This is an optimization exercise on Yosys and OpenROAD, whose aim is small area and a short achievable clock period, not a production implementation.
RTL that was checked went through simulation tests only; none was proved equivalent to the original.
Power is estimated from default activity; no workload was simulated.

## run a
==> flow/design.v (excerpt) <==
module pluto_spi_stepper(clk, SCK, MOSI, MISO, SSEL, nRESET, out_en, LED, dout, din, step, dir, quadA, quadB, quadZ, up, down);
==> flow/config.mk <==
export PLATFORM = sky130hd
export DESIGN_NAME = pluto_spi_stepper
export DESIGN_NICKNAME = pluto_spi_stepper
export VERILOG_FILES = /design/flow/design.v
export SDC_FILE = /design/flow/constraint.sdc
export NUM_CORES = 4
export LEC_CHECK = 0
export CAP_MARGIN = 20
export CORE_MARGIN = 2
export CORE_UTILIZATION = 40
export SLEW_MARGIN = 20
==> flow/constraint.sdc <==
create_clock -name core_clock -period 8.0 [get_ports {clk}]
set_input_delay 1.6000 -clock core_clock [delete_from_list [all_inputs] [get_ports {clk}]]
set_output_delay 1.6000 -clock core_clock [all_outputs]
set_load 0.01 [all_outputs]
standard.sh (not shown) runs the stock make flow with config.mk's settings and CLKGATE_MAP_FILE= SYNTH_SCRIPT=/design/flow/synth_recipe.tcl, a recipe that flattens the netlist after the stock synthesis.
==> flow/flow/run.sh <==
#!/bin/bash
# Own layout flow: the standard ORFS flow (same synthesis script and
# register mapping), with
#  - an area-oriented ABC script for the gate mapping (flow/abc_area.script),
#  - plain buffers on the ports instead of the delay cells buffer_ports picks.
# Each tool's output goes to a log file in this folder.
set -euo pipefail
W=$PWD
MARGIN=5.2
# synthesis script: the standard flow's, with abc given our own script
{
  echo "proc abc {args} { set i [lsearch \$args -script]; if {\$i >= 0} { lset args [expr {\$i+1}] $W/flow/abc_area.script }; yosys abc {*}\$args }"
  cat synth_recipe.tcl
} > my_synth.tcl
make -C "$FLOW_HOME" DESIGN_CONFIG=$W/config.mk WORK_HOME=$W/orfs CLKGATE_MAP_FILE= ADDER_MAP_FILE= \
  SYNTH_SCRIPT=$W/my_synth.tcl CAP_MARGIN=20 CORE_MARGIN=2 CORE_UTILIZATION=55 SLEW_MARGIN=20 \
  SETUP_SLACK_MARGIN=$MARGIN CTS_CLUSTER_SIZE=27 CTS_CLUSTER_DIAMETER=100 "BUFFER_PORTS_ARGS=-buffer_cell sky130_fd_sc_hd__buf_2" \
  finish > make_finish.log 2>&1
R=$W/orfs/results/$FLOW_PLATFORM/pluto_spi_stepper/base
: # left out here: write the final layout as DEF
==> flow/flow/abc_area.script <==
strash
&get -n
&fraig -x
&put
scorr
dc2
strash
&get -n
&dch -f
&nf -R 20
&put
topo
dnsize -c
Run a closes out successfully: all stages finished, all timing, DRC and antenna checks passed.
Input-level comparison between run b and run a:
==> flow/flow/run.sh <==
#!/bin/bash
# Own layout flow: the standard ORFS flow (synth_recipe.tcl, the same
# yosys passes and flip-flop mapping, so the registers keep the standard
# synthesis's names and cell types), with these changes:
#  - ABC maps the gates with an area-oriented script (flow/abc_area.script)
#    instead of ORFS's speed script, and yosys's full/half-adder extraction
#    (ADDER_MAP_FILE) is left out so that ABC maps the adders as well;
#  - the port buffers are buf_2 cells rather than the delay cells
#    buffer_ports picks by default;
#  - the clock tree clusters up to 27 sinks per leaf buffer.
# Clock period, SDC, floorplan rules, power grid and the rest are the standard flow's.
# Each tool's output goes to a log file in this folder.
set -euo pipefail
W=$PWD
MARGIN=5.0
# synthesis script: the standard flow's own, with abc given our script
{
  echo "proc abc {args} { set i [lsearch \$args -script]; if {\$i >= 0} { lset args [expr {\$i+1}] $W/flow/abc_area.script }; yosys abc {*}\$args }"
  cat synth_recipe.tcl
} > my_synth.tcl
make -C "$FLOW_HOME" DESIGN_CONFIG=$W/config.mk WORK_HOME=$W/orfs CLKGATE_MAP_FILE= ADDER_MAP_FILE= \
  SYNTH_SCRIPT=$W/my_synth.tcl CAP_MARGIN=20 CORE_MARGIN=2 CORE_UTILIZATION=55 SLEW_MARGIN=20 \
  SETUP_SLACK_MARGIN=$MARGIN CTS_CLUSTER_SIZE=27 CTS_CLUSTER_DIAMETER=100 \
  "BUFFER_PORTS_ARGS=-buffer_cell sky130_fd_sc_hd__buf_2" \
  finish > make_finish.log 2>&1
R=$W/orfs/results/$FLOW_PLATFORM/pluto_spi_stepper/base
: # left out here: write the final layout as DEF
Findings:
Number of buffers other than clock buffers in the final layout was lower in the run labelled run b. Between run a and run b, global routing usage on met3 increased. Setup fix buffers added after clock tree synthesis, run a and run b: smaller value in run b. Run b vs. run a: internal portion of total power went down by about 0.54%. Total power essentially unchanged between run a and run b.
No functional check of the RTL was part of any run of this note.

* * *

Another version of the RTL of pluto_spi_stepper (not shown whole).
For scale: about 1300 cells after synthesis, roughly 280 flip-flops, ~13000 µm² of cells after synthesis.
==> flow/config.mk <==
export PLATFORM = sky130hd
export DESIGN_NAME = pluto_spi_stepper
export DESIGN_NICKNAME = pluto_spi_stepper
export VERILOG_FILES = /design/flow/design.v
export SDC_FILE = /design/flow/constraint.sdc
export NUM_CORES = 4
export LEC_CHECK = 0
export CAP_MARGIN = 20
export CORE_MARGIN = 2
export CORE_UTILIZATION = 40
export SLEW_MARGIN = 20
==> flow/constraint.sdc <==
create_clock -name core_clock -period 8.0 [get_ports {clk}]
set_input_delay 1.6000 -clock core_clock [delete_from_list [all_inputs] [get_ports {clk}]]
set_output_delay 1.6000 -clock core_clock [all_outputs]
set_load 0.01 [all_outputs]
==> flow/flow/run.sh <==
#!/bin/bash
# Own layout flow: the standard ORFS flow (synth_recipe.tcl, the same
# yosys passes and flip-flop mapping, so the registers keep the standard
# synthesis's names and cell types), with these changes:
#  - ABC maps the gates with an area-oriented script (flow/abc_area.script)
#    instead of ORFS's speed script, and yosys's full/half-adder extraction
#    (ADDER_MAP_FILE) is left out so that ABC maps the adders as well;
#  - the port buffers are buf_2 cells rather than the delay cells
#    buffer_ports picks by default;
#  - the clock tree clusters up to 22 sinks per leaf buffer.
# Clock period, SDC, floorplan rules, power grid and the rest are the standard flow's.
# Each tool's output goes to a log file in this folder.
set -euo pipefail
W=$PWD
MARGIN=5.1
# synthesis script: the standard flow's own, with abc given our script
{
  echo "proc abc {args} { set i [lsearch \$args -script]; if {\$i >= 0} { lset args [expr {\$i+1}] $W/flow/abc_area.script }; yosys abc {*}\$args }"
  cat synth_recipe.tcl
} > my_synth.tcl
make -C "$FLOW_HOME" DESIGN_CONFIG=$W/config.mk WORK_HOME=$W/orfs CLKGATE_MAP_FILE= ADDER_MAP_FILE= \
  SYNTH_SCRIPT=$W/my_synth.tcl CAP_MARGIN=20 CORE_MARGIN=2 CORE_UTILIZATION=55 SLEW_MARGIN=20 \
  SETUP_SLACK_MARGIN=$MARGIN CTS_CLUSTER_SIZE=22 CTS_CLUSTER_DIAMETER=100 \
  "BUFFER_PORTS_ARGS=-buffer_cell sky130_fd_sc_hd__buf_2" \
  finish > make_finish.log 2>&1
R=$W/orfs/results/$FLOW_PLATFORM/pluto_spi_stepper/base
: # left out here: write the final layout as DEF
Scripts as last shown in full above: flow/flow/abc_area.script
Change:
==> flow/flow/run.sh (replaced) <==
#!/bin/bash
# Own layout flow: the standard ORFS flow (same synthesis script and
# register mapping), with
#  - an area-oriented ABC script for the gate mapping (flow/abc_area.script),
#  - plain buffers on the ports instead of the delay cells buffer_ports picks.
# Each tool's output goes to a log file in this folder.
set -euo pipefail
W=$PWD
MARGIN=5.2
# synthesis script: the standard flow's, with abc given our own script
{
  echo "proc abc {args} { set i [lsearch \$args -script]; if {\$i >= 0} { lset args [expr {\$i+1}] $W/flow/abc_area.script }; yosys abc {*}\$args }"
  cat synth_recipe.tcl
} > my_synth.tcl
make -C "$FLOW_HOME" DESIGN_CONFIG=$W/config.mk WORK_HOME=$W/orfs CLKGATE_MAP_FILE= \
  SYNTH_SCRIPT=$W/my_synth.tcl CAP_MARGIN=20 CORE_MARGIN=2 CORE_UTILIZATION=55 SLEW_MARGIN=20 \
  SETUP_SLACK_MARGIN=$MARGIN CTS_CLUSTER_SIZE=22 CTS_CLUSTER_DIAMETER=100 "BUFFER_PORTS_ARGS=-buffer_cell sky130_fd_sc_hd__buf_2" \
  finish > make_finish.log 2>&1
R=$W/orfs/results/$FLOW_PLATFORM/pluto_spi_stepper/base
: # left out here: write the final layout as DEF
What happened: Sequential share of layout area came out lower by 2.9 points; die area came out higher by 5.8%; wire length came out higher by 2.7%; hold slack loses 0.0096 ns; final cell count came out higher by 6.3%; total power came out higher by 2.8%; utilization barely changes.
Change:
==> flow/flow/run.sh (replaced) <==
#!/bin/bash
# Own layout flow: the standard ORFS flow (synth_recipe.tcl, the same
# yosys passes and flip-flop mapping, so the registers keep the standard
# synthesis's names and cell types), with these changes:
#  - ABC maps the gates with an area-oriented script (flow/abc_area.script)
#    instead of ORFS's speed script, and yosys's full/half-adder extraction
#    (ADDER_MAP_FILE) is left out so that ABC maps the adders as well;
#  - the port buffers are buf_2 cells rather than the delay cells
#    buffer_ports picks by default;
#  - the clock tree clusters up to 22 sinks per leaf buffer.
# Clock period, SDC, floorplan rules, power grid and the rest are the standard flow's.
# Each tool's output goes to a log file in this folder.
set -euo pipefail
W=$PWD
MARGIN=5.3
# synthesis script: the standard flow's own, with abc given our script
{
  echo "proc abc {args} { set i [lsearch \$args -script]; if {\$i >= 0} { lset args [expr {\$i+1}] $W/flow/abc_area.script }; yosys abc {*}\$args }"
  cat synth_recipe.tcl
} > my_synth.tcl
make -C "$FLOW_HOME" DESIGN_CONFIG=$W/config.mk WORK_HOME=$W/orfs CLKGATE_MAP_FILE= ADDER_MAP_FILE= \
  SYNTH_SCRIPT=$W/my_synth.tcl CAP_MARGIN=20 CORE_MARGIN=2 CORE_UTILIZATION=45 SLEW_MARGIN=20 \
  SETUP_SLACK_MARGIN=$MARGIN CTS_CLUSTER_SIZE=22 CTS_CLUSTER_DIAMETER=100 \
  "BUFFER_PORTS_ARGS=-buffer_cell sky130_fd_sc_hd__buf_2" \
  finish > make_finish.log 2>&1
R=$W/orfs/results/$FLOW_PLATFORM/pluto_spi_stepper/base
: # left out here: write the final layout as DEF
After rerunning:
- utilization goes down by 10 points
- setup slack gains 0.023 ns
- via count went down by a few percent
- design area drops by a few percent
- power came out lower by a few percent
- clock power went down slightly
- clock-buffer cell count does not change
- register-to-register slack is about the same
Change:
--- a/flow/flow/run.sh
+++ b/flow/flow/run.sh
@@ -15 +15 @@
-MARGIN=5.3
+MARGIN=5.4
@@ -22 +22 @@
-  SYNTH_SCRIPT=$W/my_synth.tcl CAP_MARGIN=20 CORE_MARGIN=2 CORE_UTILIZATION=45 SLEW_MARGIN=20 \
+  SYNTH_SCRIPT=$W/my_synth.tcl CAP_MARGIN=20 CORE_MARGIN=2 CORE_UTILIZATION=55 SLEW_MARGIN=20 \
=> Fmax went down by 1.9%. Synthesized area does not change. Count of clock-buffer cells in the layout is unchanged. Setup slack degrades by 0.051 ns. Routed wire length barely changes.

[what the ideal ports hide]
The flow's constraints put no driver on any port. The routed layouts listed below were extracted and timed again, unchanged, in two steps.
Step 1 (the two cells are an assumption about what drives the block):
set clk [get_ports {clk}]
set_driving_cell -lib_cell sky130_fd_sc_hd__clkbuf_16 $clk
set_driving_cell -lib_cell sky130_fd_sc_hd__buf_2 [delete_from_list [all_inputs] $clk]
Step 2 times the ports against the registers' clock, not the clock port: input delays grow and output delays shrink by t, the midpoint of the rising clock arrivals with the driver on.
a / b / c = ideal / step 1 / step 2; a / b = the first two.
run | t (ns) | setup slack, ns | worst setup path at the end | worst data-port slew with drivers (ns)
run a | 0.542 | 5.241 / 5.193 / 4.912 | input to register | 0.04
run b | 0.550 | 5.083 / 5.083 / 4.580 | input to register | 0.05
the first run of note 2 | 0.543 | 5.210 / 5.220 / 4.677 | input to register | 0.04
the second run of note 2 | 0.546 | 5.300 / 5.250 / 4.888 | input to register | 0.04
the third run of note 2 | 0.544 | 5.323 / 5.311 / 4.849 | input to register | 0.05
the fourth run of note 2 | 0.546 | 5.272 / 5.236 / 4.891 | input to register | 0.03
After both steps setup and hold are still met in every run listed. For the first run of note 2, which loses most, drivers alone change the setup slack by +0.010 ns; drivers and shift together by -0.533 ns.
